Background: an optimization exercise with open tools, aiming at small area, a short achievable clock period and few clock cycles per item. Do not read the settings as production practice.
Where RTL was checked, it was by simulation tests only, not by an equivalence proof against the original.
Power figures rest on the tool's default switching activity, not on a simulated workload.

Setup of run 1:
==> flow/design.v <==
module SystolicArrayAxiWrapper(
    input axi_clk,
    input axi_rst_n,
    input s_axis_valid,
    input [47:0] s_axis_data,
    output s_axis_ready,
    output m_axis_valid,
    output [143:0] m_axis_data,
    input m_axis_ready
);
logic ovalid;    
logic [15:0] acc [0:8];
logic [1:0]  beat_in;   
logic        v1;        
logic        first, last;    
logic [47:0] d;
wire stall = first && ovalid && !m_axis_ready;
wire go = v1 && !stall;
assign s_axis_ready = !(v1 && stall);
assign m_axis_valid = ovalid;
wire fire = s_axis_valid && s_axis_ready;
always_ff @(posedge axi_clk) begin
    if (!axi_rst_n) begin
        beat_in <= 2'd0;
        v1 <= 1'b0;
        ovalid <= 1'b0;
    end else begin
        if (fire) beat_in <= (beat_in == 2'd2) ? 2'd0 : beat_in + 2'd1;
        if (s_axis_ready) v1 <= s_axis_valid;
        if (go && last) ovalid <= 1'b1;
        else if (m_axis_ready) ovalid <= 1'b0;
    end
end
always_ff @(posedge axi_clk) begin
    if (s_axis_ready) begin
        d <= s_axis_data;
        first <= (beat_in == 2'd0);
        last <= (beat_in == 2'd2);
    end
end
logic [3:0] one [0:2], two [0:2], neg [0:2];
genvar j, r;
generate
    for (j = 0; j < 3; j++) begin : g_enc
        wire [8:0] b = {d[24 + 8*j +: 8], 1'b0};
        for (r = 0; r < 4; r++) begin : g_dig
            assign one[j][r] = gate & (b[2*r+1] ^ b[2*r]);
            assign two[j][r] = gate & ((b[2*r+2] & ~b[2*r+1] & ~b[2*r]) | (~b[2*r+2] & b[2*r+1] & b[2*r]));
            assign neg[j][r] = gate & b[2*r+2];
        end
    end
endgenerate
wire gate = 1'b1;
wire clr = first;
genvar i, jj;
generate
    for (i = 0; i < 3; i++) begin : g_row
        for (jj = 0; jj < 3; jj++) begin : g_col
            wire [15:0] sum;
            wire [15:0] start = clr ? 16'h0100 : acc[3*i+jj];
            Mac u_mac (.a(d[8*i +: 8]), .one(one[jj]), .two(two[jj]), .neg(neg[jj]), .act(gate), .acc(start), .sum(sum));
            always_ff @(posedge axi_clk) if (go) acc[3*i+jj] <= sum;
            assign m_axis_data[16*(3*i+jj) +: 16] = acc[3*i+jj];
        end
    end
endgenerate
endmodule
module Mac(
    input [7:0] a,
    input [3:0] one, two, neg,
    input act,
    input [15:0] acc,
    output [15:0] sum
);
    wire p0 = (one[0] & a[0]) ^ neg[0];
    wire p1 = ((one[0] & a[1]) | (two[0] & a[0])) ^ neg[0];
    wire p2 = ((one[0] & a[2]) | (two[0] & a[1])) ^ neg[0];
    wire p3 = ((one[0] & a[3]) | (two[0] & a[2])) ^ neg[0];
    wire p4 = ((one[0] & a[4]) | (two[0] & a[3])) ^ neg[0];
    wire p5 = ((one[0] & a[5]) | (two[0] & a[4])) ^ neg[0];
    wire p6 = ((one[0] & a[6]) | (two[0] & a[5])) ^ neg[0];
    wire p7 = ((one[0] & a[7]) | (two[0] & a[6])) ^ neg[0];
    wire p8 = ((one[0] & a[7]) | (two[0] & a[7])) ^ neg[0];
    wire p9 = ~p8 & act;
    wire p10 = (one[1] & a[0]) ^ neg[1];
    wire p11 = ((one[1] & a[1]) | (two[1] & a[0])) ^ neg[1];
    wire p12 = ((one[1] & a[2]) | (two[1] & a[1])) ^ neg[1];
    wire p13 = ((one[1] & a[3]) | (two[1] & a[2])) ^ neg[1];
    wire p14 = ((one[1] & a[4]) | (two[1] & a[3])) ^ neg[1];
    wire p15 = ((one[1] & a[5]) | (two[1] & a[4])) ^ neg[1];
    wire p16 = ((one[1] & a[6]) | (two[1] & a[5])) ^ neg[1];
    wire p17 = ((one[1] & a[7]) | (two[1] & a[6])) ^ neg[1];
    wire p18 = ((one[1] & a[7]) | (two[1] & a[7])) ^ neg[1];
    wire p19 = ~p18 & act;
    wire p20 = (one[2] & a[0]) ^ neg[2];
    wire p21 = ((one[2] & a[1]) | (two[2] & a[0])) ^ neg[2];
    wire p22 = ((one[2] & a[2]) | (two[2] & a[1])) ^ neg[2];
    wire p23 = ((one[2] & a[3]) | (two[2] & a[2])) ^ neg[2];
    wire p24 = ((one[2] & a[4]) | (two[2] & a[3])) ^ neg[2];
    wire p25 = ((one[2] & a[5]) | (two[2] & a[4])) ^ neg[2];
    wire p26 = ((one[2] & a[6]) | (two[2] & a[5])) ^ neg[2];
    wire p27 = ((one[2] & a[7]) | (two[2] & a[6])) ^ neg[2];
    wire p28 = ((one[2] & a[7]) | (two[2] & a[7])) ^ neg[2];
    wire p29 = ~p28 & act;
    wire p30 = (one[3] & a[0]) ^ neg[3];
    wire p31 = ((one[3] & a[1]) | (two[3] & a[0])) ^ neg[3];
    wire p32 = ((one[3] & a[2]) | (two[3] & a[1])) ^ neg[3];
    wire p33 = ((one[3] & a[3]) | (two[3] & a[2])) ^ neg[3];
    wire p34 = ((one[3] & a[4]) | (two[3] & a[3])) ^ neg[3];
    wire p35 = ((one[3] & a[5]) | (two[3] & a[4])) ^ neg[3];
    wire p36 = ((one[3] & a[6]) | (two[3] & a[5])) ^ neg[3];
    wire p37 = ((one[3] & a[7]) | (two[3] & a[6])) ^ neg[3];
    wire p38 = ((one[3] & a[7]) | (two[3] & a[7])) ^ neg[3];
    wire p39 = ~p38 & act;
    wire s40 = neg[2] ^ acc[4];
    wire c41 = neg[2] & acc[4];
    wire s42 = acc[5] ^ p13;
    wire c43 = acc[5] & p13;
    wire s44 = neg[3] ^ acc[6] ^ p14;
    wire c45 = (neg[3] & acc[6]) | (neg[3] & p14) | (acc[6] & p14);
    wire s46 = p22 ^ p30;
    wire c47 = p22 & p30;
    wire s48 = acc[7] ^ p15 ^ p23;
    wire c49 = (acc[7] & p15) | (acc[7] & p23) | (p15 & p23);
    wire s50 = p31 ^ p7;
    wire c51 = p31 & p7;
    wire s52 = acc[8] ^ p16 ^ p24;
    wire c53 = (acc[8] & p16) | (acc[8] & p24) | (p16 & p24);
    wire s54 = p32 ^ p9;
    wire c55 = p32 & p9;
    wire s56 = acc[9] ^ p17 ^ p25;
    wire c57 = (acc[9] & p17) | (acc[9] & p25) | (p17 & p25);
    wire s58 = acc[10] ^ p19;
    wire c59 = acc[10] & p19;
    wire s60 = neg[1] ^ acc[2];
    wire c61 = neg[1] & acc[2];
    wire s62 = acc[3] ^ p11;
    wire c63 = acc[3] & p11;
    wire s64 = p12 ^ p20 ^ p4;
    wire c65 = (p12 & p20) | (p12 & p4) | (p20 & p4);
    wire s66 = p21 ^ p5 ^ c41;
    wire c67 = (p21 & p5) | (p21 & c41) | (p5 & c41);
    wire s68 = p6 ^ c43 ^ s46;
    wire c69 = (p6 & c43) | (p6 & s46) | (c43 & s46);
    wire s70 = c47 ^ s50 ^ c45;
    wire c71 = (c47 & s50) | (c47 & c45) | (s50 & c45);
    wire s72 = c51 ^ s54 ^ c49;
    wire c73 = (c51 & s54) | (c51 & c49) | (s54 & c49);
    wire s74 = p33 ^ c55 ^ c53;
    wire c75 = (p33 & c55) | (p33 & c53) | (c55 & c53);
    wire s76 = p26 ^ p34 ^ s58;
    wire c77 = (p26 & p34) | (p26 & s58) | (p34 & s58);
    wire s78 = acc[11] ^ p27 ^ p35;
    wire c79 = (acc[11] & p27) | (acc[11] & p35) | (p27 & p35);
    wire s80 = acc[12] ^ p29;
    wire c81 = acc[12] & p29;
    wire s82 = neg[0] ^ acc[0];
    wire c83 = neg[0] & acc[0];
    wire s84 = acc[1] ^ p1;
    wire c85 = acc[1] & p1;
    wire s86 = p10 ^ p2 ^ s60;
    wire c87 = (p10 & p2) | (p10 & s60) | (p2 & s60);
    wire s88 = p3 ^ c61 ^ s62;
    wire c89 = (p3 & c61) | (p3 & s62) | (c61 & s62);
    wire s90 = c63 ^ s40 ^ s64;
    wire c91 = (c63 & s40) | (c63 & s64) | (s40 & s64);
    wire s92 = s42 ^ c65 ^ s66;
    wire c93 = (s42 & c65) | (s42 & s66) | (c65 & s66);
    wire s94 = s44 ^ c67 ^ s68;
    wire c95 = (s44 & c67) | (s44 & s68) | (c67 & s68);
    wire s96 = s48 ^ c69 ^ s70;
    wire c97 = (s48 & c69) | (s48 & s70) | (c69 & s70);
    wire s98 = s52 ^ c71 ^ s72;
    wire c99 = (s52 & c71) | (s52 & s72) | (c71 & s72);
    wire s100 = s56 ^ c73 ^ s74;
    wire c101 = (s56 & c73) | (s56 & s74) | (c73 & s74);
    wire s102 = c57 ^ s76 ^ c75;
    wire c103 = (c57 & s76) | (c57 & c75) | (s76 & c75);
    wire s104 = c59 ^ s78 ^ c77;
    wire c105 = (c59 & s78) | (c59 & c77) | (s78 & c77);
    wire s106 = p36 ^ s80 ^ c79;
    wire c107 = (p36 & s80) | (p36 & c79) | (s80 & c79);
    wire s108 = acc[13] ^ p37 ^ c81;
    wire c109 = (acc[13] & p37) | (acc[13] & c81) | (p37 & c81);
    wire s110 = acc[14] ^ p39;
    wire c111 = acc[14] & p39;
    wire [15:0] rx = {acc[15], s110, s108, s106, s104, c101, c99, c97, c95, c93, c91, c89, c87, c85, c83, p0};
    wire [15:0] ry = {c111, c109, c107, c105, c103, s102, s100, s98, s96, s94, s92, s90, s88, s86, s84, s82};
    assign sum = rx + ry;
endmodule
clock: 6.5 ns
lec_check: 0
cap_margin: 20
core_margin: 2
core_utilization: 40
setup_slack_margin: 2.5
slew_margin: 20
run.sh (not shown) runs the stock make flow with config.mk's settings and CLKGATE_MAP_FILE= SYNTH_SCRIPT=/design/flow/synth_recipe.tcl, a recipe that flattens the netlist after the stock synthesis.
Changes in run 2 relative to run 1:
diff --git a/flow/design.v b/flow/design.v
--- a/flow/design.v
+++ b/flow/design.v
@@ -34,23 +34,30 @@
 always_ff @(posedge axi_clk) begin
     if (s_axis_ready) begin
-        d <= s_axis_data;
+        d <= s_axis_data;   
         first <= (beat_in == 2'd0);
         last <= (beat_in == 2'd2);
     end
 end
+wire gate = 1'b1;
+wire clr = first;
 logic [3:0] one [0:2], two [0:2], neg [0:2];
 genvar j, r;
 generate
     for (j = 0; j < 3; j++) begin : g_enc
-        wire [8:0] b = {d[24 + 8*j +: 8], 1'b0};
+        wire [8:0] b = {s_axis_data[24 + 8*j +: 8], 1'b0};
         for (r = 0; r < 4; r++) begin : g_dig
-            assign one[j][r] = gate & (b[2*r+1] ^ b[2*r]);
-            assign two[j][r] = gate & ((b[2*r+2] & ~b[2*r+1] & ~b[2*r]) | (~b[2*r+2] & b[2*r+1] & b[2*r]));
-            assign neg[j][r] = gate & b[2*r+2];
+            wire one_d = b[2*r+1] ^ b[2*r];
+            wire two_d = (b[2*r+2] & ~b[2*r+1] & ~b[2*r]) | (~b[2*r+2] & b[2*r+1] & b[2*r]);
+            wire neg_d = b[2*r+2];
+            always_ff @(posedge axi_clk) begin
+                if (s_axis_ready) begin
+                    one[j][r] <= one_d;
+                    two[j][r] <= two_d;
+                    neg[j][r] <= neg_d;
+                end
+            end
         end
     end
 endgenerate
-wire gate = 1'b1;
-wire clr = first;
 genvar i, jj;
 generate
[summary]
What run 2 reported for global-route wire length before repair has to be multiplied by 1.2 to get the figure for run 1. Relative to run 1, synthesized-area fraction occupied by ao, oa, aoi and oai cells decreased by 8.7 points in run 2. When the final numbers for run 1 and run 2 were put side by side, the maximum number of pins on one net before global-route repair turned out to be smaller in run 1. Comparing run 2 against run 1, there is no change at all in number of input and output port buffers inserted. Looking at post-synthesis to final-layout area growth, run 2 sits 2.0 points below run 1. Cell area after placement down 13% in run 2 wrt run 1. The synthesized netlist cell count in run 2 is 0.73 times that in run 1.
Function was not checked in any run of this note: the RTL went through the layout flow alone.

SystolicArrayAxiWrapper, a different RTL version from the one above (not shown whole).
Size in the first run: roughly 2800 cells after synthesis, about 240 flip-flops, about 200 I/O pins, roughly 0.029 mm^2 of cells after synthesis.
make LEC_CHECK=0 CAP_MARGIN=20 CORE_MARGIN=2 CORE_UTILIZATION=40 SETUP_SLACK_MARGIN=2.6 SLEW_MARGIN=20 finish   # period 6.5 ns
Edit:
--- a/flow/design.v
+++ b/flow/design.v
@@ -171,30 +171,30 @@
     wire s84 = p1 ^ acc[1];
     wire c85 = p1 & acc[1];
     wire s86 = p2 ^ s60 ^ acc[2];
     wire c87 = (p2 & s60) | (p2 & acc[2]) | (s60 & acc[2]);
     wire s88 = c61 ^ s62 ^ acc[3];
     wire c89 = (c61 & s62) | (c61 & acc[3]) | (s62 & acc[3]);
     wire s90 = c63 ^ cin[0] ^ s64;
     wire c91 = (c63 & cin[0]) | (c63 & s64) | (cin[0] & s64);
-    wire s92 = s66 ^ acc[5] ^ c65;
-    wire c93 = (s66 & acc[5]) | (s66 & c65) | (acc[5] & c65);
-    wire s94 = c67 ^ s68 ^ acc[6];
-    wire c95 = (c67 & s68) | (c67 & acc[6]) | (s68 & acc[6]);
+    wire s92 = acc[5] ^ s66 ^ c65;
+    wire c93 = (acc[5] & s66) | (acc[5] & c65) | (s66 & c65);
+    wire s94 = acc[6] ^ c67 ^ s68;
+    wire c95 = (acc[6] & c67) | (acc[6] & s68) | (c67 & s68);
     wire s96 = c69 ^ s70 ^ s50;
     wire c97 = (c69 & s70) | (c69 & s50) | (s70 & s50);
     wire s98 = c71 ^ s54 ^ s72;
     wire c99 = (c71 & s54) | (c71 & s72) | (s54 & s72);
     wire s100 = c55 ^ s74 ^ c73;
     wire c101 = (c55 & s74) | (c55 & c73) | (s74 & c73);
-    wire s102 = s76 ^ acc[10] ^ c75;
-    wire c103 = (s76 & acc[10]) | (s76 & c75) | (acc[10] & c75);
-    wire s104 = s78 ^ c77 ^ acc[11];
-    wire c105 = (s78 & c77) | (s78 & acc[11]) | (c77 & acc[11]);
+    wire s102 = acc[10] ^ s76 ^ c75;
+    wire c103 = (acc[10] & s76) | (acc[10] & c75) | (s76 & c75);
+    wire s104 = acc[11] ^ s78 ^ c77;
+    wire c105 = (acc[11] & s78) | (acc[11] & c77) | (s78 & c77);
     wire s106 = c79 ^ cin[2] ^ s80;
     wire c107 = (c79 & cin[2]) | (c79 & s80) | (cin[2] & s80);
     wire s108 = p37 ^ acc[13] ^ c81;
     wire c109 = (p37 & acc[13]) | (p37 & c81) | (acc[13] & c81);
     wire s110 = p39 ^ acc[14];
     wire c111 = p39 & acc[14];
     wire [15:0] rx = {acc[15], s110, c107, c105, s104, s102, c99, c97, c95, s94, c91, c89, c87, c85, c83, s82};
     wire [15:0] ry = {c111, c109, s108, s106, c103, c101, s100, s98, s96, c93, s92, s90, s88, s86, s84, acc[0]};
The changed run completed without violations.
Global-route usage came out higher by 0.25 points.
Routed wire length goes up by 1.5%.
Synthesized area hardly moves.
Core utilization rose by 0.16 points.
Non-clock buffer count rises by 28.
Testbench counts after the change, summed over its fixed seeds: cycles 976, items 320.
Only the layout flow was run in the first run of this note; the RTL was not checked for function there.

Another version of the RTL of SystolicArrayAxiWrapper (not shown whole).
For scale: ~3000 cells after synthesis, roughly 150 flip-flops, roughly 200 I/O pins.
## SystolicArrayAxiWrapper
module SystolicArrayAxiWrapper(
    input axi_clk,
    input axi_rst_n,
    input s_axis_valid,
    input [47:0] s_axis_data,
    output s_axis_ready,
    output m_axis_valid,
    output [143:0] m_axis_data,
    input m_axis_ready
);
==> module SystolicArrayAxiWrapper, before the edit <==
module SystolicArrayAxiWrapper(
    input axi_clk,
    input axi_rst_n,
    input s_axis_valid,
    input [47:0] s_axis_data,
    output s_axis_ready,
    output m_axis_valid,
    output [143:0] m_axis_data,
    input m_axis_ready
);
logic [1:0] beat;      
logic       ovalid;    
logic [15:0] acc [0:8];
wire fire = s_axis_valid && s_axis_ready;
wire first = (beat == 2'd0);
assign s_axis_ready = !ovalid || m_axis_ready;
assign m_axis_valid = ovalid;
always_ff @(posedge axi_clk) begin
    if (!axi_rst_n) begin
        beat <= 2'd0;
        ovalid <= 1'b0;
    end else begin
        if (fire) beat <= (beat == 2'd2) ? 2'd0 : beat + 2'd1;
        if (fire && beat == 2'd2) ovalid <= 1'b1;
        else if (m_axis_ready) ovalid <= 1'b0;
    end
end
genvar i, j;
generate
    for (i = 0; i < 3; i++) begin : g_row
        for (j = 0; j < 3; j++) begin : g_col
            wire signed [7:0] a = s_axis_data[8*i +: 8];
            wire signed [7:0] b = s_axis_data[24 + 8*j +: 8];
            always_ff @(posedge axi_clk) begin
                if (fire) acc[3*i+j] <= (first ? 16'd0 : acc[3*i+j]) + 16'(a * b);
            end
            assign m_axis_data[16*(3*i+j) +: 16] = acc[3*i+j];
        end
    end
endgenerate
endmodule
clock: 6.5 ns
lec_check: 0
cap_margin: 20
core_margin: 2
core_utilization: 40
slew_margin: 20
The first run finished with timing, DRC and antenna clean.
Then changed:
==> flow/design.v (replaced) <==
module SystolicArrayAxiWrapper(
    input axi_clk,
    input axi_rst_n,
    input s_axis_valid,
    input [47:0] s_axis_data,
    output s_axis_ready,
    output m_axis_valid,
    output [143:0] m_axis_data,
    input m_axis_ready
);
logic [1:0]  beat_in;   
logic        v1;        
logic        f1, l1;    
logic [47:0] d1;
logic        ovalid;    
logic [15:0] acc [0:8];
wire stall2 = f1 && ovalid && !m_axis_ready;
wire go2 = v1 && !stall2;
assign s_axis_ready = !(v1 && stall2);
assign m_axis_valid = ovalid;
wire fire = s_axis_valid && s_axis_ready;
always_ff @(posedge axi_clk) begin
    if (!axi_rst_n) begin
        beat_in <= 2'd0;
        v1 <= 1'b0;
        ovalid <= 1'b0;
    end else begin
        if (fire) beat_in <= (beat_in == 2'd2) ? 2'd0 : beat_in + 2'd1;
        if (s_axis_ready) v1 <= s_axis_valid;
        if (go2 && l1) ovalid <= 1'b1;
        else if (m_axis_ready) ovalid <= 1'b0;
    end
end
always_ff @(posedge axi_clk) begin
    if (s_axis_ready) begin
        d1 <= s_axis_data;
        f1 <= (beat_in == 2'd0);
        l1 <= (beat_in == 2'd2);
    end
end
genvar i, j;
generate
    for (i = 0; i < 3; i++) begin : g_row
        for (j = 0; j < 3; j++) begin : g_col
            wire signed [7:0] a = d1[8*i +: 8];
            wire signed [7:0] b = d1[24 + 8*j +: 8];
            always_ff @(posedge axi_clk) begin
                if (go2) acc[3*i+j] <= (f1 ? 16'd0 : acc[3*i+j]) + 16'(a * b);
            end
            assign m_axis_data[16*(3*i+j) +: 16] = acc[3*i+j];
        end
    end
endgenerate
endmodule
Worst hold slack gets worse by 0.033 ns.
Area after synthesis is higher by 6.7%.
Die area went up by 6.6%.
Routed wire length goes up by 8.7%.
Total power is higher by 8.0%.
Non-clock buffer count decreases by 25.
Cell area came out higher by 4.0%.
Combinational power goes up by about 6%.
Fmax rose by 2.9%.
Sequential share of layout area rose by 3.6 points.
Setup slack is better by 0.17 ns.
Via count rose by 4.2%.
Clock-buffer cell count went up by 1.
No functional check of the RTL was part of any run of this note.

[afterwards: timing with drivers on the ports]
The flow's constraints put no driver on any port. The routed layouts listed below were extracted and timed again, unchanged, in two steps.
Step 1 sets driving cells, clkbuf_16 on the clock port and buf_2 on the other inputs (assumed; they add their load-dependent delay and slew).
Step 2 moves the port delays by t, midway between the first and last clock arrival at a register: inputs arrive t later, outputs are due t later. That takes back most of the time a late clock gives input paths.
Slacks: ideal ports / drivers / drivers and shift; pairs: ideal ports / drivers.
| run | t (ns) | setup slack, ns | hold WS [ns] | worst setup path after step 2 | worst register clock-pin slew, ns |
|---|---|---|---|---|---|
| run 1 | 0.577 | 2.095 / 2.095 / 2.095 | 0.504 / 0.504 / 0.504 | register to register | 0.09 / 0.09 |
| run 2 | 0.639 | 2.318 / 2.318 / 2.318 | 0.506 / 0.506 / 0.506 | register to register | 0.07 / 0.07 |
| the first run of note 2 | 0.656 | 2.689 / 2.638 / 2.689 | 0.489 / 0.489 / 0.489 | register to register | 0.06 / 0.06 |
| the second run of note 2 | 0.664 | 2.657 / 2.595 / 2.742 | 0.496 / 0.496 / 0.496 | register to register | 0.06 / 0.06 |
| the first run of note 3 | 0.552 | 0.642 / 0.677 / 0.126 | 0.529 / 0.529 / 0.529 | input to register | 0.08 / 0.08 |
| the second run of note 3 | 0.581 | 0.808 / 0.808 / 0.808 | 0.496 / 0.496 / 0.496 | register to register | 0.09 / 0.09 |
After both steps every run listed still meets setup and hold. The setup slack of the first run of note 3, which loses most, moves by +0.035 ns with the drivers and by -0.516 ns with both steps.
